What follows belongs to an exercise in optimizing a design on an open flow for small area; a production flow would make more cautious choices. No activity file was given, so power comes from the tool's default toggle rates.

## lane 1
==> flow/design.v <==
module pwmblink(
    input  logic clk,
    input  logic rst,
    output logic RGB_R,
    output logic RGB_B,
    output logic RGB_G
);
    logic [7:0]  s;
    localparam logic [15:0] POL   = 16'h5555;
    localparam logic [15:0] LSEED = 16'h1765;
    localparam logic [15:0] LLAST = 16'hc904;
    localparam logic [15:0] LMASK = 16'h36df;    
    logic [15:0] q;
    wire  [15:0] l = q ^ POL;
    logic [5:0]  t;
    logic [2:0]  j;
    wire step  = ((l & LMASK) == (LLAST & LMASK));
    wire tlast = &(t | 6'b000100);    
    logic [7:0] sc;   
    logic [5:0] tc;   
    always_comb begin
        sc[0] = 1'b1;
        for (int i = 1; i < 8; i++) sc[i] = sc[i-1] & s[i-1];
        tc[0] = step;
        for (int i = 1; i < 6; i++) tc[i] = tc[i-1] & t[i-1];
    end
    always_ff @(posedge clk) begin
        if (rst) begin
            s <= 8'd0;
            t <= 6'd0;
            j <= 3'd0;
        end else begin
            s <= s ^ sc;
            if (step & tlast) begin
                t <= 6'd0;
                j <= {j[1:0], ~j[2]};
            end else begin
                t <= t ^ tc;
            end
        end
        if (rst | step) q <= LSEED ^ POL;
        else            q <= {l[14:0], l[15] ^ l[2]} ^ POL;
    end
    wire fall = ^j;
    logic [7:0] d;
    logic [6:0] dc;
    always_comb begin
        d[1:0] = t[3:2];
        dc[0] = 1'b0;
        for (int i = 0; i < 6; i++) begin
            logic b;
            b = (i < 2) ? t[i+4] : 1'b0;
            d[i+2]  = t[i] ^ b ^ dc[i];
            dc[i+1] = (t[i] & b) | (t[i] & dc[i]) | (b & dc[i]);
        end
    end
    logic [8:0] lt;
    always_comb begin
        lt[0] = 1'b0;
        for (int i = 0; i < 8; i++) begin
            logic e;
            e = d[i] ^ fall;
            lt[i+1] = (~s[i] & e) | (~s[i] & lt[i]) | (e & lt[i]);
        end
    end
    wire cmp  = lt[8];
    wire full = ~&s;
    assign RGB_R = (~j[1] & ~j[0]) ? full : (j[1] ^ j[0]) ? cmp : 1'b0;
    assign RGB_G = (~j[2] &  j[0]) ? full : (j[2] ~^ j[0]) ? cmp : 1'b0;
    assign RGB_B = ( j[2] &  j[1]) ? full : (j[2] ^ j[1]) ? cmp : 1'b0;
endmodule
Settings: LEC_CHECK=0, CAP_MARGIN=20, CORE_MARGIN=2, CORE_UTILIZATION=40, SLEW_MARGIN=20; clock period 40.0 ns.
standard.sh (not shown) runs the stock make flow with config.mk's settings and CLKGATE_MAP_FILE= SYNTH_SCRIPT=/design/flow/synth_recipe.tcl, a recipe that flattens the netlist after the stock synthesis.
==> flow/flow/run.sh <==
#!/bin/bash
# Layout flow: the standard ORFS flow, except that synthesis maps the logic
# with an area-oriented ABC script and without the adder cells, the I/O
# ports get the smallest buffer, and the clock tree is one small level.
set -euo pipefail
HERE=$PWD

# synthesis: ORFS's synth (through synth_recipe.tcl, so the same registers,
# -nofsm -noshare, flatten and renames) with flow/abc_area.script
rm -rf "$HERE/myscripts"
cp -r "$FLOW_HOME/scripts" "$HERE/myscripts"
cp "$HERE/flow/abc_area.script" "$HERE/myscripts/abc_area.script"
make -C "$FLOW_HOME" DESIGN_CONFIG="$HERE/config.mk" WORK_HOME="$HERE/orfs" \
  CLKGATE_MAP_FILE= SYNTH_SCRIPT="$HERE/synth_recipe.tcl" \
  SCRIPTS_DIR="$HERE/myscripts" ABC_AREA=1 ADDER_MAP_FILE= synth \
  > "$HERE/synth.log" 2>&1

# the rest of the standard flow
bash standard.sh \
  "BUFFER_PORTS_ARGS=-buffer_cell sky130_fd_sc_hd__buf_1" \
  "CTS_ARGS=-sink_clustering_enable -repair_clock_nets -buf_list sky130_fd_sc_hd__clkbuf_4 -sink_clustering_size 50 -sink_clustering_max_diameter 200 -dont_use_dummy_load" \
  finish > "$HERE/layout.log" 2>&1
rm -rf "$HERE/myscripts"
==> flow/flow/abc_area.script <==
strash
&get -n
&st
&dch
&nf -R 1000
&put
strash
&get -n
&st
&dch
&nf -R 1000
&put
topo
### lane 1 -> lane 2
- setting CTS_BUF_LIST to sky130_fd_sc_hd__clkbuf_4 for the first time
- setting CTS_CLUSTER_SIZE to 50 for the first time
- setting CTS_CLUSTER_DIAMETER to 200 for the first time
==> flow/run.sh (new file) <==
#!/bin/bash
# synth_recipe.tcl (not shown) runs the flow's synth.tcl, then flattens the netlist and writes it again
# the make line also repeats each setting of config.mk as NAME=value (left out here)
make -C /OpenROAD-flow-scripts/flow DESIGN_CONFIG=/design/flow/config.mk WORK_HOME=/design/flow/orfs CLKGATE_MAP_FILE= SYNTH_SCRIPT=/design/flow/synth_recipe.tcl finish
removed: flow/flow/run.sh
removed: flow/flow/abc_area.script
removed: flow/standard.sh
Lane 2 completed; timing, DRC and antenna clean. Lane 2 vs. lane 1: internal cell power went up, relative contribution of the clock network to total power went up. Multi-input logic area grows by more than a quarter when moving from lane 1 to lane 2. Routing usage on met3 | lane 2 below lane 1. Lane 2: total routed wirelength higher than lane 1. Across both runs, fraction of the cycle the final worst path needs was higher for lane 2 than for lane 1.
No functional check of the RTL was part of any run of this note.

-- static timing again, ports no longer ideal --
In the flow no input, the clock included, has a driving cell. The finished layouts below were timed again as built, in two steps.
Step 1: set_driving_cell puts a clkbuf_16 on clk and a buf_2 on each other input, an assumption about the parent block.
Step 2 adds t to the input delays and takes it off the output delays; t is the mean of the earliest and latest rising clock arrival at the registers after step 1. Input paths then give back, and output paths get back, about the clock's delay inside the block.
Slacks: ideal / step 1 / step 2; pairs: ideal / step 1.
run	t, ns	setup WS [ns]	worst slew at a driven data input, ns
lane 1	0.348	28.906 / 28.883 / 29.231	0.03
lane 2	0.347	28.679 / 28.658 / 29.005	0.03
After both steps every run listed still meets setup and hold.
